This is an optimization exercise on Yosys and OpenROAD, whose aim is small area and a short achievable clock period, not a production implementation.
In this exercise RTL edits were held to simulation tests only and were not proved equivalent to the original.

`flow/design.v`:
```
	parameter ori = 'b001101, addi= 'b001000,
				 addiu='b001001,
				 lw  = 'b100011, 
				 lh  = 'b100001, lhu = 'b100101,
				 lb  = 'b100000, lbu = 'b100100,
				 sw  = 'b101011, sh  = 'b101001, sb  = 'b101000,
				 beq = 'b000100, bne = 'b000101,
				 bgtz= 'b000111, blez= 'b000110,
				 lui = 'b001111,
				 j   = 'b000010, jal = 'b000011,
				 lwl = 'b100010, lwr = 'b100110,
				 xori= 'b001110, slti= 'b001010,
				 sltiu='b001011, andi= 'b001100;
	parameter addu= 'b100001, subu= 'b100011,
				 jr  = 'b001000, sll = 'b000000,
				 jalr= 'b001001, movn= 'b001011,
				 movz= 'b001010, add = 'b100000,
				 sub = 'b100010, srl = 'b000010,
				 and_= 'b100100, or_ = 'b100101,
				 xor_= 'b100110, sra = 'b000011,
				 sllv= 'b000100, srlv= 'b000110,
				 srav= 'b000111, nor_= 'b100111,
				 sltu= 'b101011, slt = 'b101010,
				 mult= 'b011000, multu='b011001,
				 mthi= 'b010001, mtlo= 'b010011,
				 mfhi= 'b010000, mflo= 'b010010,
				 div = 'b011010, divu= 'b011011,
				 break_='b001101,
				 eret= 'b011000;
	parameter R   = 'b000000, SP2 = 'b011100,
				 SP3 = 'b011111, REGIMM = 'b000001,
				 COP0= 'b010000;
	parameter clo = 'b100001, clz = 'b100000,
				 mul = 'b000010, madd= 'b000000,
				 msub= 'b000100, maddu='b000001,
				 msubu='b000101;
	parameter ins = 'b000100, ext = 'b000000,
				 bshfl='b100000;
	parameter bgez= 'b00001, bltz= 'b00000,
				 bgezal = 'b10001, bltzal = 'b10000,
				 bal = 'b10001;
	parameter mfc0= 'b00000, mtc0= 'b00100;
`timescale 1ns / 1ps
module Ctrl(
    input [31:0] instr,
    output reg RegDst,
    output reg AluSrcA,
	 output reg AluSrcB,
    output reg [3:0] Branch,
    output reg MemtoReg,
    output reg [1:0] ExtOp,
    output reg RegWrite,
    output reg MemRead,
    output reg MemWrite,
	 output reg [3:0] MemMask,
	 output reg [1:0] MemExtPos,
    output reg [3:0] AluOp,
    output reg Jump,
	 output reg JumpSrc,
	 output reg Link,
	 output reg LinkSrc,
	 output reg Unsigned,
	 output reg [3:0] MDOp,
	 output reg MDStart,
	 output reg MDOutSel,
	 output reg ERet,
	 output reg CPWrite,
	 output reg Rd2AltCP,
	 output reg SWInt
    );
	 	parameter ori = 'b001101, addi= 'b001000,
				 addiu='b001001,
				 lw  = 'b100011, 
				 lh  = 'b100001, lhu = 'b100101,
				 lb  = 'b100000, lbu = 'b100100,
				 sw  = 'b101011, sh  = 'b101001, sb  = 'b101000,
				 beq = 'b000100, bne = 'b000101,
				 bgtz= 'b000111, blez= 'b000110,
				 lui = 'b001111,
				 j   = 'b000010, jal = 'b000011,
				 lwl = 'b100010, lwr = 'b100110,
				 xori= 'b001110, slti= 'b001010,
				 sltiu='b001011, andi= 'b001100;
	parameter addu= 'b100001, subu= 'b100011,
				 jr  = 'b001000, sll = 'b000000,
				 jalr= 'b001001, movn= 'b001011,
				 movz= 'b001010, add = 'b100000,
				 sub = 'b100010, srl = 'b000010,
				 and_= 'b100100, or_ = 'b100101,
				 xor_= 'b100110, sra = 'b000011,
				 sllv= 'b000100, srlv= 'b000110,
				 srav= 'b000111, nor_= 'b100111,
				 sltu= 'b101011, slt = 'b101010,
				 mult= 'b011000, multu='b011001,
				 mthi= 'b010001, mtlo= 'b010011,
				 mfhi= 'b010000, mflo= 'b010010,
				 div = 'b011010, divu= 'b011011,
				 break_='b001101,
				 eret= 'b011000;
	parameter R   = 'b000000, SP2 = 'b011100,
				 SP3 = 'b011111, REGIMM = 'b000001,
				 COP0= 'b010000;
	parameter clo = 'b100001, clz = 'b100000,
				 mul = 'b000010, madd= 'b000000,
				 msub= 'b000100, maddu='b000001,
				 msubu='b000101;
	parameter ins = 'b000100, ext = 'b000000,
				 bshfl='b100000;
	parameter bgez= 'b00001, bltz= 'b00000,
				 bgezal = 'b10001, bltzal = 'b10000,
				 bal = 'b10001;
	parameter mfc0= 'b00000, mtc0= 'b00100;
	wire [5:0] func = instr[5:0];
	wire [4:0] shamt = instr[10:6];
	wire [4:0] rd = instr[15:11];
	wire [4:0] rt = instr[20:16];
	wire [4:0] rs = instr[25:21];
	wire [5:0] op = instr[31:26];
	wire [15:0] imm16 = instr[15:0];
	wire [25:0] imm26 = instr[25:0];
	always @(*) begin
		RegDst = 0; AluSrcA = 0; AluSrcB = 0; Branch = 0; MemtoReg = 0; ExtOp = 0;
		RegWrite = 0; MemRead = 0; MemWrite = 0; MemMask = 0; MemExtPos = 0; AluOp = 0;
		Jump = 0; JumpSrc = 0; Link = 0; LinkSrc = 0; Unsigned = 0; 
		MDOp = 0; MDStart = 0; MDOutSel = 0;
		ERet = 0; CPWrite = 0; Rd2AltCP = 0; SWInt = 0;
		case (op)
			R: begin
				case (func)
					add: begin 
						RegDst = 1;
						RegWrite = 1;
						AluOp = 0;
						Unsigned = 0;
					end
					addu: begin 
						RegDst = 1;
						RegWrite = 1;
						AluOp = 0;
						Unsigned = 1;
					end
					sub: begin
						RegDst = 1;
						RegWrite = 1;
						AluOp = 1;
						Unsigned = 0;
					end
					subu: begin
						RegDst = 1;
						RegWrite = 1;
						AluOp = 1;
						Unsigned = 1;
					end
					jr: begin
						Jump = 1;
						JumpSrc = 1;
					end
					jalr: begin
						RegWrite = 1;
						Jump = 1;
						JumpSrc = 1;
						Link = 1;
						LinkSrc = 1;
					end
					sll: 
						if (instr != 0) begin
							RegDst = 1;
							AluSrcA = 1;
							ExtOp = 2;
							RegWrite = 1;
							AluOp = 15;
						end
					srl : begin
						RegDst = 1;
						AluSrcA = 1;
						ExtOp = 2;
						RegWrite = 1;
						if (rs == 0)
							AluOp = 13;
						else AluOp = 4;
					end
					sra: begin
						RegDst = 1;
						AluSrcA = 1;
						ExtOp = 2;
						RegWrite = 1;
						AluOp = 12;
					end
					sllv: begin
						RegDst = 1;
						RegWrite = 1;
						AluOp = 15;
					end
					srlv : begin
						RegDst = 1;
						RegWrite = 1;
						if (shamt == 0)
							AluOp = 13;
						else AluOp = 4;
					end
					srav: begin
						RegDst = 1;
						RegWrite = 1;
						AluOp = 12;
					end					
					and_: begin 
						RegDst = 1;
						RegWrite = 1;
						AluOp = 6;
					end
					or_: begin 
						RegDst = 1;
						RegWrite = 1;
						AluOp = 7;
					end
					xor_: begin 
						RegDst = 1;
						RegWrite = 1;
						AluOp = 9;
					end
					nor_: begin 
						RegDst = 1;
						RegWrite = 1;
						AluOp = 8;
					end
					slt: begin 
						RegDst = 1;
						RegWrite = 1;
						AluOp = 10;
						Unsigned = 0;
					end
					sltu: begin 
						RegDst = 1;
						RegWrite = 1;
						AluOp = 10;
						Unsigned = 1;
					end
					mult: begin
						MDStart = 1;
						MDOp = 1;
					end
					multu: begin
						MDStart = 1;
						MDOp = 2;
					end
					mthi: begin
						MDStart = 1;
						MDOp = 7;
					end
					mtlo: begin
						MDStart = 1;
						MDOp = 8;
					end
					mfhi: begin
						RegDst = 1;
						RegWrite = 1;
						MDStart = 1;
						MDOp = 9;
						MDOutSel = 1;
					end
					mflo: begin
						RegDst = 1;
						RegWrite = 1;
						MDStart = 1;
						MDOp = 10;
						MDOutSel = 1;
					end
					div: begin
						MDStart = 1;
						MDOp = 14;
					end
					divu: begin
						MDStart = 1;
						MDOp = 15;
					end
					break_: begin
						SWInt = 1;
					end
					default: ;
				endcase
			end
			SP2: begin
				case (func)
					madd: begin
						MDStart = 1;
						MDOp = 3;
					end
					maddu: begin
						MDStart = 1;
						MDOp = 4;
					end
					msub: begin
						MDStart = 1;
						MDOp = 5;
					end
					msubu: begin
						MDStart = 1;
						MDOp = 6;
					end
					default: ;
				endcase
			end
			COP0: begin
				if (rs == mfc0) begin
					RegWrite = 1;
					AluOp = 2;
					Rd2AltCP = 1;
				end
				else if (rs == mtc0) begin
					CPWrite = 1;
				end
				else if (func == eret) begin
					ERet = 1;
				end
			end
			ori: begin
				AluSrcB = 1;
				RegWrite = 1;
				AluOp = 7;
			end
			xori: begin
				AluSrcB = 1;
				RegWrite = 1;
				AluOp = 9;
			end
			andi: begin
				AluSrcB = 1;
				RegWrite = 1;
				AluOp = 6;
			end
			addi: begin
				AluSrcB = 1;
				ExtOp = 1;
				RegWrite = 1;
				AluOp = 0;
				Unsigned = 0;
			end
			addiu: begin
				AluSrcB = 1;
				ExtOp = 1;
				RegWrite = 1;
				AluOp = 0;
				Unsigned = 1;
			end
			slti: begin
				AluSrcB = 1;
				ExtOp = 1;
				RegWrite = 1;
				AluOp = 10;
				Unsigned = 0;
			end
			sltiu: begin
				AluSrcB = 1;
				ExtOp = 1;
				RegWrite = 1;
				AluOp = 10;
				Unsigned = 1;
			end
			lw: begin
				AluSrcB = 1;
				MemtoReg = 1;
				MemMask = 'b1111;
				MemExtPos = 3;
				ExtOp = 1;
				RegWrite = 1;
				MemRead = 1;
				AluOp = 0;
			end
			lh: begin
				AluSrcB = 1;
				MemtoReg = 1;
				MemMask = 'b0011;
				MemExtPos = 1;
				ExtOp = 1;
				RegWrite = 1;
				MemRead = 1;
				AluOp = 0;
			end
			lb: begin
				AluSrcB = 1;
				MemtoReg = 1;
				MemMask = 'b0001;
				MemExtPos = 0;
				ExtOp = 1;
				RegWrite = 1;
				MemRead = 1;
				AluOp = 0;
			end
			lhu: begin
				AluSrcB = 1;
				MemtoReg = 1;
				MemMask = 'b0011;
				MemExtPos = 3;
				ExtOp = 1;
				RegWrite = 1;
				MemRead = 1;
				AluOp = 0;
			end
			lbu: begin
				AluSrcB = 1;
				MemtoReg = 1;
				MemMask = 'b0001;
				MemExtPos = 3;
				ExtOp = 1;
				RegWrite = 1;
				MemRead = 1;
				AluOp = 0;
			end
			sw: begin
				AluSrcB = 1;
				ExtOp = 1;
				MemWrite = 1;
				MemMask = 'b1111;
				AluOp = 0;
			end
			sh: begin
				AluSrcB = 1;
				ExtOp = 1;
				MemWrite = 1;
				MemMask = 'b0011;
				AluOp = 0;
			end
			sb: begin
				AluSrcB = 1;
				ExtOp = 1;
				MemWrite = 1;
				MemMask = 'b0001;
				AluOp = 0;
			end
			beq: begin
				Branch = 'b0010;
				ExtOp = 1;
			end
			bne: begin
				Branch = 'b0101;
				ExtOp = 1;
			end
			lui: begin
				AluSrcB = 1;
				ExtOp = 0;
				RegWrite = 1;
				AluOp = 5;
			end
			j: begin
				ExtOp = 3;
				Jump = 1;
				JumpSrc = 0;
			end
			jal: begin
				ExtOp = 3;
				RegWrite = 1;
				Jump = 1;
				JumpSrc = 0;
				Link = 1;
				LinkSrc = 0;
			end
			bgtz: begin
				ExtOp = 1;
				Branch = 'b1100;
			end
			blez: begin
				ExtOp = 1;
				Branch = 'b1011;
			end
			REGIMM: begin
				ExtOp = 1;
				if (rt == bgez)
					Branch = 'b1110;
				else if (rt == bltz)
					Branch = 'b1001;
			end
			default: ;
		endcase
	end
endmodule
`timescale 1ns / 1ps
module InstrAnalysis(
    input [31:0] instr,
    output movC,
    output alr,
    output al,
    output cal_rd,
    output cal_rt,
    output load,
	 output readRs,
	 output readRt,
	 output needRsD,
	 output needRtD,
	 output useMD
    );
	 	parameter ori = 'b001101, addi= 'b001000,
				 addiu='b001001,
				 lw  = 'b100011, 
				 lh  = 'b100001, lhu = 'b100101,
				 lb  = 'b100000, lbu = 'b100100,
				 sw  = 'b101011, sh  = 'b101001, sb  = 'b101000,
				 beq = 'b000100, bne = 'b000101,
				 bgtz= 'b000111, blez= 'b000110,
				 lui = 'b001111,
				 j   = 'b000010, jal = 'b000011,
				 lwl = 'b100010, lwr = 'b100110,
				 xori= 'b001110, slti= 'b001010,
				 sltiu='b001011, andi= 'b001100;
	parameter addu= 'b100001, subu= 'b100011,
				 jr  = 'b001000, sll = 'b000000,
				 jalr= 'b001001, movn= 'b001011,
				 movz= 'b001010, add = 'b100000,
				 sub = 'b100010, srl = 'b000010,
				 and_= 'b100100, or_ = 'b100101,
				 xor_= 'b100110, sra = 'b000011,
				 sllv= 'b000100, srlv= 'b000110,
				 srav= 'b000111, nor_= 'b100111,
				 sltu= 'b101011, slt = 'b101010,
				 mult= 'b011000, multu='b011001,
				 mthi= 'b010001, mtlo= 'b010011,
				 mfhi= 'b010000, mflo= 'b010010,
				 div = 'b011010, divu= 'b011011,
				 break_='b001101,
				 eret= 'b011000;
	parameter R   = 'b000000, SP2 = 'b011100,
				 SP3 = 'b011111, REGIMM = 'b000001,
				 COP0= 'b010000;
	parameter clo = 'b100001, clz = 'b100000,
				 mul = 'b000010, madd= 'b000000,
				 msub= 'b000100, maddu='b000001,
				 msubu='b000101;
	parameter ins = 'b000100, ext = 'b000000,
				 bshfl='b100000;
	parameter bgez= 'b00001, bltz= 'b00000,
				 bgezal = 'b10001, bltzal = 'b10000,
				 bal = 'b10001;
	parameter mfc0= 'b00000, mtc0= 'b00100;
	wire [5:0] func = instr[5:0];
	wire [4:0] rd = instr[15:11];
	wire [4:0] rt = instr[20:16];
	wire [4:0] rs = instr[25:21];
	wire [5:0] op = instr[31:26];
	wire [15:0] imm16 = instr[15:0];
	wire [25:0] imm26 = instr[25:0];
	wire cal_i = op == addi || op == addiu || op == lui || op == slti || op == sltiu
	|| op == ori || op == andi || op == xori;
	assign useMD = (op == R && (func == mflo || func == mfhi || func == mtlo || func == mthi
	|| func == mult || func == multu || func == div || func == divu))
	|| (op == SP2 && (func == madd || func == msub || func == maddu || func == msubu || func == mul));
	assign movC = op == R && (func == movn || func == movz);
	assign alr = op == R && func == jalr;
	assign al = op == jal || (op == REGIMM && (rt == bal || rt == bgezal || rt == bltzal));
	assign cal_rd = (op == R && (!al && !alr && !movC && instr != 0 && (!useMD || func == mfhi || func == mflo))) 
	|| (op == SP2 && (func == clo || func == clz))
	|| (op == SP3 && (func == bshfl));
	assign cal_rt = (op == SP3 && (func == ins || func == ext)) || cal_i || (op == COP0 && rs == mfc0);
	assign load = op == lw || op == lh || op == lb || op == lhu || op == lbu;
	assign needRsD = movC || op == bgtz || op == blez || op == beq || op == bne
	|| (op == REGIMM && (rt == bgez || rt == bltz || rt == bgezal || rt == bltzal))
	|| (op == R && (func == jr || func == jalr));
	assign needRtD = movC || op == beq || op == bne || (op == COP0 && rs == mtc0);
	wire noReg = op == j || op == jal || op == lui 
	|| (op == R && (func == mfhi || func == mflo));
	wire singRs = op == bgtz || op == blez 
	|| (op == R && (func == jr || func == jalr || func == mthi || func == mtlo))
	|| (op == SP2 && (func == clo || func == clz))
	|| (op == SP3 && (func == ext))
	|| cal_i
	|| (load && op != lwl && op != lwr)
	|| (op == REGIMM && (rt == bgez || rt == bltz || rt == bgezal || rt == bltzal));
	wire singRt = (op == SP3 && func == bshfl)
	|| (op == R && (func == sll || func == sra || func == srl))
	|| (op == COP0 && rs == mtc0);
	assign readRs = !singRt && !noReg;
	assign readRt = !singRs && !noReg;
endmodule
`timescale 1ns / 1ps
module StageReg(
    input Clk,
    input Rst,
	 input StallClr,
    input Stall,
    input [31:0] PC_in,
    input [31:0] instr_in,
    input [31:0] Din1,
    input [31:0] Din2,
    input [31:0] Din3,
    output reg [31:0] PC,
    output reg [31:0] instr,
    output reg [31:0] D1,
    output reg [31:0] D2,
    output reg [31:0] D3
    );
	always @(posedge Clk) begin
		if (Rst) begin
			PC <= 'h0000_0000;
			instr <= 0;
			D1 <= 0;
			D2 <= 0;
			D3 <= 0;
		end
		else if (StallClr === 1) begin
			PC <= PC_in;
			instr <= 0;
			D1 <= 0;
			D2 <= 0;
			D3 <= 0;
		end
		else if (Stall !== 1) begin
			PC <= PC_in;
			instr <= instr_in;
			D1 <= Din1;
			D2 <= Din2;
			D3 <= Din3;
		end
	end
endmodule
`timescale 1ns / 1ps
module pc(
    input Clk,
    input Rst,
	 input Stall,
	 input [31:0] nPC,
    output reg [31:0] PC
    );
	always @(posedge Clk) begin
		if (Rst)
			PC <= 'h0000_3000;
		else if (!Stall)
			PC <= nPC;
	end
endmodule
`timescale 1ns / 1ps
module IF(
	 input Clk,
	 input Rst,
    input [31:0] nPCAlt,
	 input nPCSel,
	 input Stall,
	 input [31:0] InstrData,
    output [31:0] PC,
    output [31:0] instr
    );
	wire [31:0] nPC, cur_PC;
	assign nPC = nPCSel? nPCAlt : cur_PC + 4;
	pc pc (
		.Clk(Clk),
		.Rst(Rst),
		.Stall(Stall),
		.nPC(nPC),
		.PC(cur_PC)
	);
	assign instr = InstrData;
	assign PC = cur_PC;
endmodule
`timescale 1ns / 1ps
module grf(
    input Clk,
    input Rst,
    input [4:0] RS1,
    input [4:0] RS2,
    input [4:0] WAddr,
    input RegWrite,
    input [31:0] WData,
    output [31:0] RData1,
    output [31:0] RData2
    );
	reg [31:0] _reg[31:0];
	integer i;
	always @(posedge Clk) begin
		if (Rst) begin
			for (i=0;i<32;i=i+1)
				_reg[i] <= 0;
		end else
			if (RegWrite) begin
					_reg[WAddr] <= WData;
				end
	end
	assign RData1 = RS1 == 0? 0 : ( RegWrite && RS1 == WAddr ? WData : _reg[RS1]);
	assign RData2 = RS2 == 0? 0 : ( RegWrite && RS2 == WAddr ? WData : _reg[RS2]);
endmodule
`timescale 1ns / 1ps
module ImmExt(
    input [31:0] instr,
    input [1:0] ExtOp,
    output reg [31:0] imm32
    );
	wire [15:0] imm16 = instr[15:0];
	wire signed [15:0] sig_imm = imm16;
	wire [4:0] shamt = instr[10:6];
	wire [25:0] target = instr[25:0];
	always @(*) begin
		case (ExtOp)
			0: imm32 = imm16;
			1: imm32 = sig_imm;
			2: imm32 = shamt;
			3: imm32 = target;
			default: ;
		endcase
	end
endmodule
`timescale 1ns / 1ps
module nPC_Ctrl(
    input signed [31:0] Rd1,
    input signed [31:0] Rd2,
    input [31:0] imm,
	 input [31:0] target,
    input [31:0] PC,
    input Jump,
	 input JumpSrc,
    input [3:0] Branch,
    output reg [31:0] nPCAlt,
	 output reg nPCSel
    );
	wire signed [31:0] Res = Branch[3] ? Rd1 : Rd1 - Rd2;
	wire gtz = Res > 0;
	wire zero = Res == 0;
	wire ltz = Res < 0;
	always @(*) begin
		nPCSel = 0;
		nPCAlt = 0;
		if (Jump) begin
			nPCAlt = PC + 4;
			nPCSel = 1;
			if (JumpSrc)
				nPCAlt = target;
			else nPCAlt = {nPCAlt[31:28], imm[25:0], 2'b00};
		end
		else if ((Branch[2]&gtz) | (Branch[1]&zero) | (Branch[0]&ltz)) begin
			nPCSel = 1;
			nPCAlt = PC + 4 + (imm <<< 2);
		end
		else ;
	end
endmodule
`timescale 1ns / 1ps
module ID(
    input Clk,
    input Rst,
    input [31:0] PC_in,
    input [31:0] instr_in,
    input [31:0] Rd1F,
    input [31:0] Rd2F,
    input Rd1FSel,
    input Rd2FSel,
    input [31:0] RegWData,
	 input RegWrite,
	 input [4:0] RegWAddr,
    input Stall,
	 input ExcStall,
	 input [31:0] CPRData,
	 output CPWrite,
	 output ERet,
	 output SWInt,
    output [31:0] nPCAlt,
	 output nPCSel,
    output [31:0] Rd1,
    output [31:0] Rd2,
    output [31:0] imm,
	 output [31:0] PC,
    output [31:0] instr
    );
	StageReg IF_ID(
		.Clk(Clk),
		.Rst(Rst),
		.Stall(Stall),
		.StallClr(ExcStall),
		.PC_in(PC_in),
		.instr_in(instr_in),
		.Din1(32'b0),
		.Din2(32'b0),
		.Din3(32'b0),
		.PC(PC),
		.instr(instr)
	);
	wire [5:0] func = instr[5:0];
	wire [4:0] shamt = instr[10:6];
	wire [4:0] rd = instr[15:11];
	wire [4:0] rt = instr[20:16];
	wire [4:0] rs = instr[25:21];
	wire [5:0] op = instr[31:26];
	wire [3:0] Branch;
	wire [1:0] ExtOp;
	wire [3:0] AluOp;
	Ctrl Ctrl(
		.instr(instr),
		.Branch(Branch),
		.ExtOp(ExtOp),
		.AluOp(AluOp),
		.Jump(Jump),
		.JumpSrc(JumpSrc),
		.Link(Link),
		.LinkSrc(LinkSrc),
		.ERet(ERet),
		.CPWrite(CPWrite),
		.Rd2AltCP(Rd2AltCP),
		.SWInt(SWInt)
	);
	wire [31:0] RData1, RData2;
	grf grf(
		.Clk(Clk),
		.Rst(Rst),
		.RS1(rs),
		.RS2(rt),
		.WAddr(RegWAddr),
		.RegWrite(RegWrite),
		.WData(RegWData),
		.RData1(RData1),
		.RData2(RData2)
	);
	assign Rd1 = Rd1FSel? Rd1F : RData1;
	assign Rd2 = Rd2AltCP? CPRData : (Rd2FSel? Rd2F : RData2);
	ImmExt ImmExt(
		.instr(instr),
		.ExtOp(ExtOp),
		.imm32(imm)
	);
	nPC_Ctrl nPC_Ctrl(
		.Rd1(Rd1),
		.Rd2(Rd2),
		.imm(imm),
		.target(Rd1),
		.PC(PC),
		.Jump(Jump),
		.JumpSrc(JumpSrc),
		.Branch(Branch),
		.nPCAlt(nPCAlt),
		.nPCSel(nPCSel)
	);
endmodule
`timescale 1ns / 1ps
module alu(
    input signed [31:0] A,
    input signed [31:0] B,
	 input Unsigned,
    input [3:0] AluOp,
    output reg [31:0] Res,
    output gtz,
    output zero,
    output ltz
    );
	integer i;
	always@(*) begin
		case (AluOp)
			0: Res = A + B;
			1: Res = A - B;
			2: Res = B;
			4: Res = {B,B}>>A;
			5: Res = B << 16;
			6: Res = A & B;
			7: Res = A | B;
			8: Res = ~ (A | B);
			9: Res = A ^ B;
			10:
				if (Unsigned)
					Res = $unsigned(A)<$unsigned(B);
				else Res = A < B;
			11: Res = A;
			12: Res = (B >>> A[4:0]);
			13: Res = (B >> A[4:0]);
			14: Res = (B <<< A[4:0]);
			15: Res = (B << A[4:0]);
			default: Res = 32'b0;
		endcase
	end
	assign gtz = $signed(Res) > 0;
	assign zero = $signed(Res) == 0;
	assign ltz = $signed(Res) < 0;
endmodule
`timescale 1ns / 1ps
module MD(
    input Clk,
    input Rst,
    input [3:0] MDOp,
    input MDStart,
    input signed [31:0] A,
    input signed [31:0] B,
	 output [31:0] Out,
	 output MDBusy
    );
	integer cnt;
	reg signed [31:0] Hi, Lo;
	assign Out = MDOp == 9 ? Hi : (MDOp == 10 ? Lo : 32'b0);
	assign MDBusy = cnt > 0;
	reg [31:0] dq, dr, dv;
	reg dnq, dnr, drun;
	reg [3:0] dstep;
	wire sgn = MDOp == 14;
	wire [31:0] absA = (sgn && A[31]) ? -A : A;
	wire [31:0] absB = (sgn && B[31]) ? -B : B;
	reg [31:0] nq, nr;
	reg [32:0] t;
	integer k;
	always @(*) begin
		nq = dq;
		nr = dr;
		for (k = 0; k < 4; k = k + 1) begin
			t = {nr, nq[31]};
			nq = {nq[30:0], 1'b0};
			if (t >= {1'b0, dv}) begin
				t = t - {1'b0, dv};
				nq[0] = 1'b1;
			end
			nr = t[31:0];
		end
	end
	always @(posedge Clk) begin
		if (Rst) begin
			Hi <= 0;
			Lo <= 0;
			cnt <= 0;
			drun <= 0;
			dstep <= 0;
		end
		else if (MDOp == 7) begin
			Hi <= A;
		end
		else if (MDOp == 8) begin
			Lo <= A;
		end
		else if (MDStart && !(MDOp >= 14 && B == 0)) begin
			if (MDOp < 7)
				cnt <= 5;
			else if (MDOp >= 14)
				cnt <= 10;
			else ;
			case (MDOp)
				1: {Hi,Lo} <= A * B;
				2: {Hi,Lo} <= $unsigned({0,A}) * $unsigned({0,B});
				3: {Hi,Lo} <= {Hi,Lo} + A * B;
				4: {Hi,Lo} <= $unsigned({Hi,Lo}) + $unsigned({0,A}) * $unsigned({0,B});
				5: {Hi,Lo} <= {Hi,Lo} - A * B;
				6: {Hi,Lo} <= $unsigned({Hi,Lo}) - $unsigned({0,A}) * $unsigned({0,B});
				14, 15: begin
					dq <= absA;
					dr <= 0;
					dv <= absB;
					dnq <= sgn && (A[31] ^ B[31]);
					dnr <= sgn && A[31];
					drun <= 1;
					dstep <= 0;
				end
				default: ;
			endcase
		end
		else begin
			if (cnt > 0)
				cnt <= cnt - 1;
			if (drun) begin
				if (dstep == 8) begin
					drun <= 0;
					Lo <= dnq ? -dq : dq;
					Hi <= dnr ? -dr : dr;
				end
				else begin
					dq <= nq;
					dr <= nr;
					dstep <= dstep + 1;
				end
			end
		end
	end	
endmodule
`timescale 1ns / 1ps
module EX(
    input Clk,
    input Rst,
    input [31:0] PC_in,
    input [31:0] instr_in,
    input [31:0] Rd1,
    input [31:0] Rd2,
    input [31:0] imm_in,
    input [31:0] AF,
    input [31:0] BF,
    input [31:0] DataF,
    input AFSel,
    input BFSel,
    input DataFSel,
    input Stall,
	 output MDBusy,
	 output [31:0] Rd1E,
    output [31:0] Res,
    output [31:0] Data,
	 output [31:0] PC,
    output [31:0] instr
    );
	wire [31:0] RegA, RegB, imm;
	StageReg ID_EX(
		.Clk(Clk),
		.Rst(Rst),
		.StallClr(Stall),
		.Stall(1'b0),
		.PC_in(PC_in),
		.instr_in(instr_in),
		.Din1(Rd1),
		.Din2(Rd2),
		.Din3(imm_in),
		.D1(RegA),
		.D2(RegB),
		.D3(imm),
		.PC(PC),
		.instr(instr)
	);
	assign Rd1E = RegA;
	wire [3:0] AluOp, MDOp;
	Ctrl Ctrl(
		.instr(instr),
		.AluSrcA(AluSrcA),
		.AluSrcB(AluSrcB),
		.AluOp(AluOp),
		.Unsigned(Unsigned),
		.MDOp(MDOp),
		.MDStart(MDStart),
		.MDOutSel(MDOutSel),
		.Rd2AltCP(Rd2AltCP)
	);
	wire [31:0] AluA, AluB, AluRes;
	assign AluA = AluSrcA ? imm : (AFSel? AF: RegA);
	assign AluB = AluSrcB ? imm : (BFSel && !Rd2AltCP ? BF: RegB);
	alu alu(
		.A(AluA),
		.B(AluB),
		.Unsigned(Unsigned),
		.AluOp(AluOp),
		.Res(AluRes)
	);
	assign Data = DataFSel ? DataF : RegB;
	wire [31:0] MDOut;
	wire MDBusy_;
	MD MD(
		.Clk(Clk),
		.Rst(Rst),
		.MDOp(MDOp),
		.MDStart(MDStart),
		.A(AluA),
		.B(AluB),
		.Out(MDOut),
		.MDBusy(MDBusy_)
	);
	assign MDBusy = MDBusy_ || (MDStart && !(MDOp >= 7 && MDOp <= 10));
	assign Res = MDOutSel ? MDOut : AluRes;
endmodule
`timescale 1ns / 1ps
module MEM(
    input Clk,
    input Rst,
    input [31:0] PC_in,
    input [31:0] instr_in,
    input [31:0] Res_in,
    input [31:0] Data_in,
    input [31:0] DataF,
    input DataFSel,
	 input [31:0] PrRData,
	 output [31:0] PrAddr,
	 output [31:0] PrWData,
	 output [3:0] PrMask,
	 output PrWrite,
	 input [31:0] DmRData,
	 output [31:0] DmAddr,
	 output [31:0] DmWData,
	 output [3:0] DmBE,
	 output DmWrite,
    output [31:0] Res,
    output [31:0] MemRData,
	 output [31:0] PC,
    output [31:0] instr
    );
	wire AccessPr = Res >= 'h7f00;
	assign PrAddr = Res;
	assign PrWData = MemWData;
	assign PrMask = MemMask;
	assign PrWrite = AccessPr && MemWrite_;
	wire MemWrite = !AccessPr && MemWrite_;
	assign MemRData = AccessPr ? PrRData : MemRDataOut;
	wire [31:0] Data;
	StageReg EX_MEM(
		.Clk(Clk),
		.Rst(Rst),
		.PC_in(PC_in),
		.instr_in(instr_in),
		.Din1(Res_in),
		.StallClr(1'b0),
		.Stall(1'b0),
		.Din3(32'b0),
		.Din2(Data_in),
		.D1(Res),
		.D2(Data),
		.PC(PC),
		.instr(instr)
	);
	wire [3:0] MemMask;
	Ctrl Ctrl(
		.instr(instr),
		.MemRead(MemRead),
		.MemWrite(MemWrite_),
		.MemMask(MemMask)
	);
	wire [31:0] MemRDataOut;
	wire [31:0] MemWData = DataFSel ? DataF : Data;
	assign DmAddr = Res;
	assign DmWrite = MemWrite;
	assign DmBE = MemMask << Res[1:0];
	assign DmWData = MemMask[3] ? MemWData :
		(MemMask[1] ? {2{MemWData[15:0]}} : {4{MemWData[7:0]}});
	assign MemRDataOut = DmRData;
endmodule
`timescale 1ns / 1ps
module MemExt(
    input [31:0] MemRData,
    input [3:0] MemMask,
    input [1:0] MemExtPos,
	 input [1:0] subAddr,
    output reg [31:0] MemData
    );
	wire [3:0] mask;
	assign mask = MemMask << subAddr;
	always @(*) begin
		MemData = 0;
		if (mask[3])
			MemData[31:24] = MemRData[31:24];
		if (mask[2])
			MemData[23:16] = MemRData[23:16];
		if (mask[1])
			MemData[15:8] = MemRData[15:8];
		if (mask[0])
			MemData[7:0] = MemRData[7:0];
		MemData = MemData >> ( {32'b0,subAddr} << 3);
		case (MemExtPos)
			3: ;
			2: MemData[31:24] = {8{MemData[23]}};
			1: MemData[31:16] = {16{MemData[15]}};
			0: MemData[31:8] = {24{MemData[7]}};
		endcase
	end
endmodule
`timescale 1ns / 1ps
module WB(
    input Clk,
    input Rst,
	 input [31:0] PC_in,
    input [31:0] instr_in,
    input [31:0] Res_in,
    input [31:0] MemRData_in,
    output reg [31:0] RegWData,
    output RegWrite,
    output reg [4:0] RegWAddr,
	 output [31:0] ResW,
	 output [31:0] DataW,
	 output [31:0] PC,
	 output [31:0] instr
    );
	wire [31:0] Res, MemRData, MemData;
	StageReg EX_MEM(
		.Clk(Clk),
		.Rst(Rst),
		.PC_in(PC_in),
		.instr_in(instr_in),
		.Din1(Res_in),
		.StallClr(1'b0),
		.Stall(1'b0),
		.Din3(32'b0),
		.Din2(MemRData_in),
		.D1(Res),
		.D2(MemRData),
		.PC(PC),
		.instr(instr)
	);
	assign ResW = Res;
	assign DataW = MemData;
	wire [3:0] MemMask;
	wire [1:0] MemExtPos;
	Ctrl Ctrl(
		.instr(instr),
		.RegDst(RegDst),
		.MemtoReg(MemtoReg),
		.MemMask(MemMask),
		.MemExtPos(MemExtPos),
		.RegWrite(RegWrite),
		.Link(Link),
		.LinkSrc(LinkSrc)
	);
	wire [4:0] rd = instr[15:11];
	wire [4:0] rt = instr[20:16];
	always @(*) begin
		RegWData = 0;
		RegWAddr = 0;
		if (Link) begin
			RegWData = PC + 8;
			if (LinkSrc)
				RegWAddr = rd;
			else RegWAddr = 31;
		end
		else begin
			if (RegDst)
				RegWAddr = rd;
			else RegWAddr = rt;
			if (MemtoReg)
				RegWData = MemData;
			else RegWData = Res;
		end
	end
	MemExt MemExt(
		.MemRData(MemRData),
		.MemMask(MemMask),
		.MemExtPos(MemExtPos),
		.subAddr(Res[1:0]),
		.MemData(MemData)
	);
	assign RegData = MemtoReg ? MemData : Res;
endmodule
`timescale 1ns / 1ps
module Hazard(
    input [31:0] instrD,
    input [31:0] instrE,
    input [31:0] instrM,
	 input [31:0] instrW,
	 input [31:0] D_E_Rd1,
	 input [31:0] D_E_PC,
	 input E_MDBusy,
	 input [31:0] E_M_Res,
	 input [31:0] M_W_Res,
	 input [31:0] M_W_Data,
	 input [31:0] E_M_PC,
	 input [31:0] M_W_PC,
    output reg [31:0] Rd1F,
    output reg [31:0] Rd2F,
    output reg Rd1FSel,
    output reg Rd2FSel,
    output reg [31:0] AF,
    output reg [31:0] BF,
    output reg [31:0] DataF_E,
    output reg AFSel,
    output reg BFSel,
    output reg DataF_ESel,
    output reg [31:0] DataF_M,
    output reg DataF_MSel,
	 output reg Stall
    );
	InstrAnalysis InstrD(
		.instr(instrD),
		.readRs(readRsD),
		.readRt(readRtD),
		.needRsD(needRsD),
		.needRtD(needRtD),
		.useMD(D_useMD)
	);
	InstrAnalysis InstrE(
		.instr(instrE),
		.movC(E_movC),
		.alr(E_alr),
		.al(E_al),
		.cal_rd(E_cal_rd),
		.cal_rt(E_cal_rt),
		.load(E_load),
		.useMD(E_useMD)
	);
	InstrAnalysis InstrM(
		.instr(instrM),
		.movC(M_movC),
		.alr(M_alr),
		.al(M_al),
		.cal_rd(M_cal_rd),
		.cal_rt(M_cal_rt),
		.load(M_load)
	);
	InstrAnalysis InstrW(
		.instr(instrW),
		.movC(W_movC),
		.alr(W_alr),
		.al(W_al),
		.cal_rd(W_cal_rd),
		.cal_rt(W_cal_rt),
		.load(W_load)
	);
	wire [4:0] rdD = instrD[15:11];
	wire [4:0] rtD = instrD[20:16];
	wire [4:0] rsD = instrD[25:21];
	wire [5:0] opD = instrD[31:26];
	wire [5:0] funcD = instrD[5:0];
	wire [4:0] rdE = instrE[15:11];
	wire [4:0] rtE = instrE[20:16];
	wire [4:0] rsE = instrE[25:21];
	wire [5:0] opE = instrE[31:26];
	wire [5:0] funcE = instrE[5:0];
	wire [4:0] rdM = instrM[15:11];
	wire [4:0] rtM = instrM[20:16];
	wire [4:0] rsM = instrM[25:21];
	wire [5:0] opM = instrM[31:26];
	wire [5:0] funcM = instrM[5:0];
	wire [4:0] rdW = instrW[15:11];
	wire [4:0] rtW = instrW[20:16];
	wire [4:0] rsW = instrW[25:21];
	wire [5:0] opW = instrW[31:26];
	wire [5:0] funcW = instrW[5:0];
	reg [31:0] E_F, M_F, W_F;
	reg [4:0] E_Addr, M_Addr, W_Addr;
	reg E_toWrite, M_toWrite, W_toWrite;
	reg E_Unready, M_Unready;
	always @(*) begin
		Rd1FSel = 0; Rd2FSel = 0; AFSel = 0; BFSel = 0;
		DataF_ESel = 0; DataF_MSel = 0; Stall = 0;
		E_toWrite = 0; M_toWrite = 0; W_toWrite = 0;
		E_Unready = 0; M_Unready = 0;
		E_F = 0; M_F = 0; W_F = 0;
		E_Addr = 0; M_Addr = 0; W_Addr = 0;
		Rd1F = 0; Rd2F = 0;
		AF = 0; BF = 0; DataF_E = 0;
		DataF_M = 0;
		if (E_movC) begin
			E_F = D_E_Rd1;
			E_Addr = rdE;
			E_toWrite = 1;
		end
		else if (E_alr) begin
			E_F = D_E_PC+8;
			E_Addr = rdE;
			E_toWrite = 1;
		end
		else if (E_al) begin
			E_F = D_E_PC+8;
			E_Addr = 31;
			E_toWrite = 1;
		end
		else if (E_cal_rd || E_cal_rt || E_load) begin
			E_Unready = 1; E_toWrite = 1;
			if (E_cal_rd)
				E_Addr = rdE;
			else E_Addr = rtE;
		end
		else ;
		if (M_movC || M_cal_rd) begin
			M_F = E_M_Res;
			M_Addr = rdM;
			M_toWrite = 1;
		end
		else if (M_cal_rt) begin
			M_F = E_M_Res;
			M_Addr = rtM;
			M_toWrite = 1;
		end
		else if (M_alr) begin
			M_F = E_M_PC+8;
			M_Addr = rdM;
			M_toWrite = 1;
		end
		else if (M_al) begin
			M_F = E_M_PC+8;
			M_Addr = 31;
			M_toWrite = 1;
		end
		else if (M_load) begin
			M_Unready = 1; M_toWrite = 1;
			M_Addr = rtM;
		end
		else ;
		if (W_movC || W_cal_rd) begin
			W_F = M_W_Res;
			W_Addr = rdW;
			W_toWrite = 1;
		end
		else if (W_cal_rt) begin
			W_F = M_W_Res;
			W_Addr = rtW;
			W_toWrite = 1;
		end
		else if (W_alr) begin
			W_F = M_W_PC+8;
			W_Addr = rdW;
			W_toWrite = 1;
		end
		else if (W_al) begin
			W_F = M_W_PC+8;
			W_Addr = 31;
			W_toWrite = 1;
		end
		else if (W_load) begin
			W_F = M_W_Data;
			W_Addr = rtW;
			W_toWrite = 1;
		end
		else ;
		if (readRsD && rsD != 0)
			if (E_toWrite && rsD == E_Addr) begin
				if ((needRsD || E_load) && E_Unready)
					Stall = 1;
				else if (!E_Unready) begin
					Rd1F = E_F;
					Rd1FSel = 1;
				end
				else ;
			end
			else if (M_toWrite && rsD == M_Addr) begin
				if (M_Unready)
					if (needRsD)
						Stall = 1;
					else ;
				else begin
					Rd1F = M_F;
					Rd1FSel = 1;
				end
			end
			else ;
		else ;
		if (readRtD && rtD != 0)
			if (E_toWrite && rtD == E_Addr) begin
				if ((needRtD || E_load) && E_Unready)
					Stall = 1;
				else if (!E_Unready) begin
					Rd2F = E_F;
					Rd2FSel = 1;
				end
			end
			else if (M_toWrite && rtD == M_Addr) begin
				if (M_Unready)
					if (needRtD)
						Stall = 1;
					else ;
				else begin
					Rd2F = M_F;
					Rd2FSel = 1;
				end
			end
			else ;
		else ;
		if (D_useMD && E_MDBusy)
			Stall = 1;
		else ;
		if (rsE != 0)
			if (M_toWrite && rsE == M_Addr) begin
				AF = M_F;
				AFSel = 1;
			end
			else if (W_toWrite && rsE == W_Addr) begin
				AF = W_F;
				AFSel = 1;
			end
			else ;
		else ;
		if (rtE != 0)
			if (M_toWrite && rtE == M_Addr) begin
				BF = M_F; DataF_E = M_F;
				BFSel = 1; DataF_ESel = 1;
			end
			else if (W_toWrite && rtE == W_Addr) begin
				BF = W_F; DataF_E = W_F;
				BFSel = 1; DataF_ESel = 1;
			end
			else ;
		else ;
	end
endmodule
`timescale 1ns / 1ps
module cp0(
    input [4:0] Addr,
    input [31:0] WData,
    input [31:0] PC_F,
	 input [31:0] nPCAlt_in,
	 input nPCSel_in,
    input [6:2] ExcCode,
    input [7:2] HWInt,
    input CPWrite,
    input ERet,
	 input Clk,
	 input Rst,
    output reg [31:0] nPCAlt,
    output reg nPCSel,
    output reg [31:0] RData,
	 output reg ExcStall
    );
	parameter EXL = 1, BD = 31, IE = 0;
	reg [31:0] sr, cause, epc;
	wire Exc = ((|(HWInt & sr[15:10])) | (|ExcCode)) && !sr[EXL] && sr[IE];
	wire [31:0] PrID = 32'b0;
	always @(*) begin
		case (Addr)
			12: RData = sr;
			13: RData = cause;
			14: RData = epc;
			15: RData = PrID;
			default: RData = 0;
		endcase
	end
	always @(*) begin
		nPCAlt = nPCAlt_in;
		nPCSel = nPCSel_in;
		ExcStall = 0;
		if (Exc) begin
			nPCAlt = 'h0000_4180;
			nPCSel = 1;
			ExcStall = 1;
		end
		else if (ERet) begin
			nPCAlt = epc;
			nPCSel = 1;
			ExcStall = 1;
		end
	end
	always @(posedge Clk) begin
		if (Rst) begin
			sr <= 0;
			cause <= 0;
			epc <= 0;
		end
		else if (Exc) begin
			if (nPCSel_in) begin
				cause[BD] <= 1;
				epc <= PC_F - 4;
			end
			else begin
				cause[BD] <= 0;
				epc <= PC_F;
			end
			sr[EXL] <= 1;
			cause[15:10] <= HWInt;
			cause[6:2] <= ExcCode;
		end
		else if (ERet) begin
			sr[EXL] <= 0;
		end
		else if (CPWrite) begin
			case (Addr)
				12: begin 
					sr <= WData;
				end
				14: epc <= WData;
			endcase
		end
	end
endmodule
`timescale 1ns / 1ps
module mips(
    input clk,
    input reset,
	 input [31:0] PrRData,
	 input [7:2] HWInt,
	 output [31:0] PrAddr,
	 output [31:0] PrWData,
	 output [3:0] PrMask,
	 output PrWrite,
	 output [31:0] InstrAddr,
	 input [31:0] InstrData,
	 output [31:0] DmAddr,
	 output [31:0] DmWData,
	 output [3:0] DmBE,
	 output DmWrite,
	 input [31:0] DmRData
    );
	wire Clk = clk;
	wire Rst = reset;
	wire [31:0] nPCAlt, CPRData;
	wire [6:2] ExcCode;
	cp0 cp0(
		.Addr(instrD[15:11]),
		.WData(Rd2),
		.PC_F(PC_F),
		.nPCAlt_in(nPCAltD),
		.nPCSel_in(nPCSelD),
		.ExcCode(ExcCode),
		.HWInt(HWInt),
		.CPWrite(CPWrite),
		.ERet(ERet),
		.Clk(Clk),
		.Rst(Rst),
		.nPCAlt(nPCAlt),
		.nPCSel(nPCSel),
		.RData(CPRData),
		.ExcStall(ExcStall)
	);
	wire [31:0] PC_F, instrF;
	assign InstrAddr = PC_F;
	IF IF(
		.Clk(Clk),
		.Rst(Rst),
		.nPCAlt(nPCAlt),
		.nPCSel(nPCSel),
		.Stall(Stall && !ExcStall),
		.InstrData(InstrData),
		.PC(PC_F),
		.instr(instrF)
	);
	wire [31:0] nPCAltD, Rd1, Rd2, imm, PC_D, instrD;
	ID ID(
		.Clk(Clk),
		.Rst(Rst),
		.PC_in(PC_F),
		.instr_in(instrF),
		.Rd1F(Rd1F),
		.Rd2F(Rd2F),
		.Rd1FSel(Rd1FSel),
		.Rd2FSel(Rd2FSel),
		.RegWData(RegWData),
		.RegWrite(RegWrite),
		.RegWAddr(RegWAddr),
		.Stall(Stall),
		.ExcStall(ExcStall),
		.CPRData(CPRData),
		.CPWrite(CPWrite),
		.ERet(ERet),
		.SWInt(SWInt),
		.nPCAlt(nPCAltD),
		.nPCSel(nPCSelD),
		.Rd1(Rd1),
		.Rd2(Rd2),
		.imm(imm),
		.PC(PC_D),
		.instr(instrD)
	);
	assign ExcCode = SWInt ? 'b1001 : 0;
	wire [31:0] ResE, Data, PC_E, instrE, Rd1E;
	EX EX(
		.Clk(Clk),
		.Rst(Rst),
		.PC_in(PC_D),
		.instr_in(instrD),
		.Rd1(Rd1),
		.Rd2(Rd2),
		.imm_in(imm),
		.AF(AF),
		.BF(BF),
		.DataF(DataF_E),
		.AFSel(AFSel),
		.BFSel(BFSel),
		.DataFSel(DataF_ESel),
		.Stall(Stall),
		.Rd1E(Rd1E),
		.Res(ResE),
		.Data(Data),
		.MDBusy(MDBusy),
		.PC(PC_E),
		.instr(instrE)
	);
	wire [31:0] RegWData;
	wire [4:0] RegWAddr;
	wire [31:0] ResM, MemRData, PC_M, instrM, ResW, DataW, PC_W, instrW;
	MEM MEM(
		.Clk(Clk),
		.Rst(Rst),
		.PC_in(PC_E),
		.instr_in(instrE),
		.Res_in(ResE),
		.Data_in(Data),
		.DataF(DataF_M),
		.DataFSel(DataF_MSel),
		.PrRData(PrRData),
		.PrAddr(PrAddr),
		.PrWData(PrWData),
		.PrMask(PrMask),
		.PrWrite(PrWrite),
		.DmRData(DmRData),
		.DmAddr(DmAddr),
		.DmWData(DmWData),
		.DmBE(DmBE),
		.DmWrite(DmWrite),
		.Res(ResM),
		.MemRData(MemRData),
		.PC(PC_M),
		.instr(instrM)
	);
	wire [31:0] Rd1F, Rd2F, AF, BF, DataF_E, DataF_M;
	WB WB(
		.Clk(Clk),
		.Rst(Rst),
		.PC_in(PC_M),
		.instr_in(instrM),
		.Res_in(ResM),
		.MemRData_in(MemRData),
		.RegWData(RegWData),
		.RegWrite(RegWrite),
		.RegWAddr(RegWAddr),
		.ResW(ResW),
		.DataW(DataW),
		.PC(PC_W),
		.instr(instrW)
	);
	Hazard Hazard(
		.instrD(instrD),
		.instrE(instrE),
		.instrM(instrM),
		.instrW(instrW),
		.D_E_Rd1(Rd1E),
		.E_M_Res(ResM),
		.E_MDBusy(MDBusy),
		.M_W_Res(ResW),
		.M_W_Data(DataW),
		.D_E_PC(PC_E),
		.E_M_PC(PC_M),
		.M_W_PC(PC_W),
		.Rd1F(Rd1F),
		.Rd2F(Rd2F),
		.Rd1FSel(Rd1FSel),
		.Rd2FSel(Rd2FSel),
		.AF(AF),
		.BF(BF),
		.DataF_E(DataF_E),
		.AFSel(AFSel),
		.BFSel(BFSel),
		.DataF_ESel(DataF_ESel),
		.DataF_M(DataF_M),
		.DataF_MSel(DataF_MSel),
		.Stall(Stall)
	);
endmodule
```
`flow/constraint.sdc`:
```
create_clock -name core_clock -period 18.0 [get_ports {clk}]
set_input_delay 3.6000 -clock core_clock [delete_from_list [all_inputs] [get_ports {clk}]]
set_output_delay 3.6000 -clock core_clock [all_outputs]
set_load 0.01 [all_outputs]
```
`flow/run.sh`:
```
#!/bin/bash
# synth_recipe.tcl (not shown) runs the flow's synth.tcl, then flattens the netlist and writes it again
# the make line also repeats each setting of config.mk as NAME=value (left out here)
make -C /OpenROAD-flow-scripts/flow DESIGN_CONFIG=/design/flow/config.mk WORK_HOME=/design/flow/orfs CLKGATE_MAP_FILE= SYNTH_SCRIPT=/design/flow/synth_recipe.tcl finish
```
`flow/config.mk`:
```
export PLATFORM = sky130hd
export DESIGN_NAME = mips
export DESIGN_NICKNAME = mips
export VERILOG_FILES = /design/flow/design.v
export SDC_FILE = /design/flow/constraint.sdc
export NUM_CORES = 4
export LEC_CHECK = 0
export CAP_MARGIN = 20
export CORE_MARGIN = 2
export CORE_UTILIZATION = 40
export SLEW_MARGIN = 20
```
==> notes.md <==
cells by family after synthesis:
| logic type | after synthesis | share of synthesized area, % |
|---|---|---|
| muxes | 1104 | 11.08 |
| adders and majority gates | 2305 | 22.76 |
| buffers and inverters | 3399 | 7.446 |
| xor gates and xnor gates | 600 | 3.008 |
| AOI/OAI and AO/OA | 3574 | 13.71 |
| and+or+nand+nor | 5886 | 14.88 |
| DFF | 1812 | 27.12 |
per-stage QoR:
stage / utilization [%] / std cells
floorplan: - / 18680
CTS: 44.37 / 24550
global placement: 42.73 / 24160
global route: 44.42 / 24580
finish: 44.48 / 24680
detailed placement: 42.73 / 24160
path summary, 6_finish.rpt:
path	end	slack [ns]	cells after the start
worst max register to register	EX.MD.Hi[25]	1.34	53
worst min-delay path	MEM.EX_MEM.instr[12]	0.42	1
worst min register to register	MEM.EX_MEM.instr[12]	0.42	1
worst max-delay path	EX.MD.Hi[25]	1.34	53
synth_stat cells (159+ instances only):
master       n  area share (%)
nor2_1    2751             5.9
inv_1     2080             4.5
nand2_1   1485             3.2
fa_1      1470              17
edfxtp_1  1122              19
clkbuf_1   992             2.1
a21oi_1    894             2.6
ha_1       835             6.0
dfxtp_1    690             7.9
mux4_2     655             8.4
o21ai_0    599             1.7
xnor2_1    399             2.0
mux2i_1    316             1.8
nor2b_1    281             1.0
nor3_1     266            0.76
nand3_1    238            0.68
xor2_1     200             1.0
buf_1      185            0.40
a21o_1     183            0.78
o22ai_1    177            0.63
a221oi_1   162            0.81
o211ai_1   159            0.68
layout make-up:
type / instances / area, um2 / area share (%)
inverters: 2107 / 7921 / 4.074
multi-input cells: 13470 / 115800 / 59.53
clock buffers: 266 / 5753 / 2.958
flip-flops and latches: 1812 / 47540 / 24.45
clock inverters: 118 / 1400 / 0.7200
repair buffers: 1023 / 8544 / 4.394
well taps: 5757 / 7203 / 3.704
diodes: 131 / 327.8 / 0.1686
metal layers:
metal / track usage, % / vias up / part of all wire (%)
li1: - / 64830 / -
met1: 49.87 / 79420 / 36
met2: 59.23 / 11180 / 42
met3: 13.04 / 3015 / 12
met4: 32.33 / 58 / 9.8
met5: 0 / - / 0.044
cells in the final DEF (no fill, tap or decap), types with 583 or more instances in the layout:
| cell | n |
|---|---|
| nor2_1 | 2720 |
| inv_1 | 2074 |
| fa_1 | 1470 |
| nand2_1 | 1419 |
| edfxtp_1 | 1122 |
| a21oi_1 | 878 |
| ha_1 | 835 |
| buf_4 | 730 |
| dfxtp_1 | 678 |
| mux4_2 | 655 |
| o21ai_0 | 583 |
==> results.json <==
{
  "status": "no timing/DRC/antenna violations",
  "antenna_found_initial": 106,
  "hold_start": "EX.ID_EX.instr[12]",
  "io_buffer_count": 273,
  "cts_hold_buf": 0,
  "synth_seq_cells": 1812,
  "slew_violations": 0,
  "fin_crit_sh_pct": 92.54,
  "fin_ws_ns": 1.343,
  "startpoint_type": "flip-flop",
  "grtUsageTotal_pct": 40.77,
  "syn_avg_cell_area_um2": 9.379,
  "die_h_um": 665.8,
  "synth_area_um2": 175200,
  "fp.dieW_um": 665.8,
  "dpl-instance-area_um2": 186800,
  "synth-seq-area-share_pct": 27.12,
  "critical_path_buf_inv_count": 8,
  "r2r-start": "MEM.EX_MEM.instr[29]",
  "min_path_type": "flip-flop to flip-flop",
  "gp_congestion": 1.110,
  "synth_flop_cell": "edfxtp_1",
  "drt-total-wl_um": 921300,
  "cts_sinks": 1812,
  "startpoint": "MEM.EX_MEM.instr[29]",
  "largest-register": "ID.grf.",
  "rows": 243,
  "crit_required_ns": 18.92,
  "core_area_um2": 437200,
  "finClkSkew_ns": 0.1780,
  "crit_type": "flip-flop to flip-flop",
  "grt_max_degree": 137,
  "first_pass_iters": 9,
  "overflow": 0,
  "largest_reg_flops": 1024,
  "ys.warnings.count": 69,
  "grt_pass1_vias": 154100,
  "insertion_delay_ns": 1.04,
  "cts_buffer_depth": 4,
  "final_area_um2": 194500,
  "period_needed_ns": 16.66,
  "max-cap-violations": 0,
  "fillers": 42600,
  "critPathMaxFanout": 31,
  "cts_tree": "yes",
  "max-slew-margin-rel_pct": 9.571,
  "yosys.cell_types.count": 111,
  "io_pins": 274,
  "place_ws_ns": 1.619,
  "die-area_um2": 443300,
  "cp_slowest_cell": "inv_1",
  "ys_async_sr_fraction_pct": 0,
  "hold_violations": 0,
  "clk_pin_slew_worst_paths_ns": 0.07,
  "ant_nets": 0,
  "crit_family": "adder cells",
  "grt_pass1_wl_um": 1261000,
  "wire_per_inst_um": 37.33,
  "max_stage_delay_ns": 0.99,
  "tightest_slew_ns": 1.347,
  "detail_route.vias_per_cell": 6.421,
  "initial_core_util_pct": 40.07,
  "drive_gt1_share_pct": 11.96,
  "num_vias": 158500,
  "nets": 21040,
  "syn-num-nets": 21090,
  "hpwl_um": 696600,
  "fmax_mhz": 60.03,
  "holdWs_ns": 0.4242,
  "cp_data_arrival_time_ns": 17.57,
  "cts_max_level": 4,
  "cp_common_cell": "fa_1",
  "rsz0062_at_grt": "false",
  "finalSetupViolations": 0,
  "cp-end-kind": "flip-flop",
  "syn_to_final_growth_pct": 11.00,
  "drtIter0Drc": 22110,
  "syn_inst": 18680,
  "setup_tns_ns": 0,
  "postCtsSetupBuffers": 0,
  "synth_edf_count": 1122,
  "cts_buffers": 213,
  "clockRootBuffer": "clkbuf_16",
  "drc": 0,
  "cts_resized": 0
}

==> port drivers added, routing unchanged <==
The flow's constraints put no driver on any port. The routed layout listed below was extracted and timed again, unchanged, in two steps.
Step 1: set_driving_cell puts a clkbuf_16 on clk and a buf_2 on each other input, an assumption about the parent block.
Step 2 moves the port delays by t, midway between the first and last clock arrival at a register: inputs arrive t later, outputs are due t later. That takes back most of the time a late clock gives input paths.
a / b / c = no drivers / after step 1 / after step 2; a / b = the first two.
t, ns: 1.054
setup WS [ns]: 1.343 / 1.343 / 1.343
worst setup path after step 2: register to register
worst slew at a driven data input, ns: 0.13
After both steps this run still meets setup and hold. The setup slack of this run moves by 0.000 ns with the drivers and by 0.000 ns with both steps.
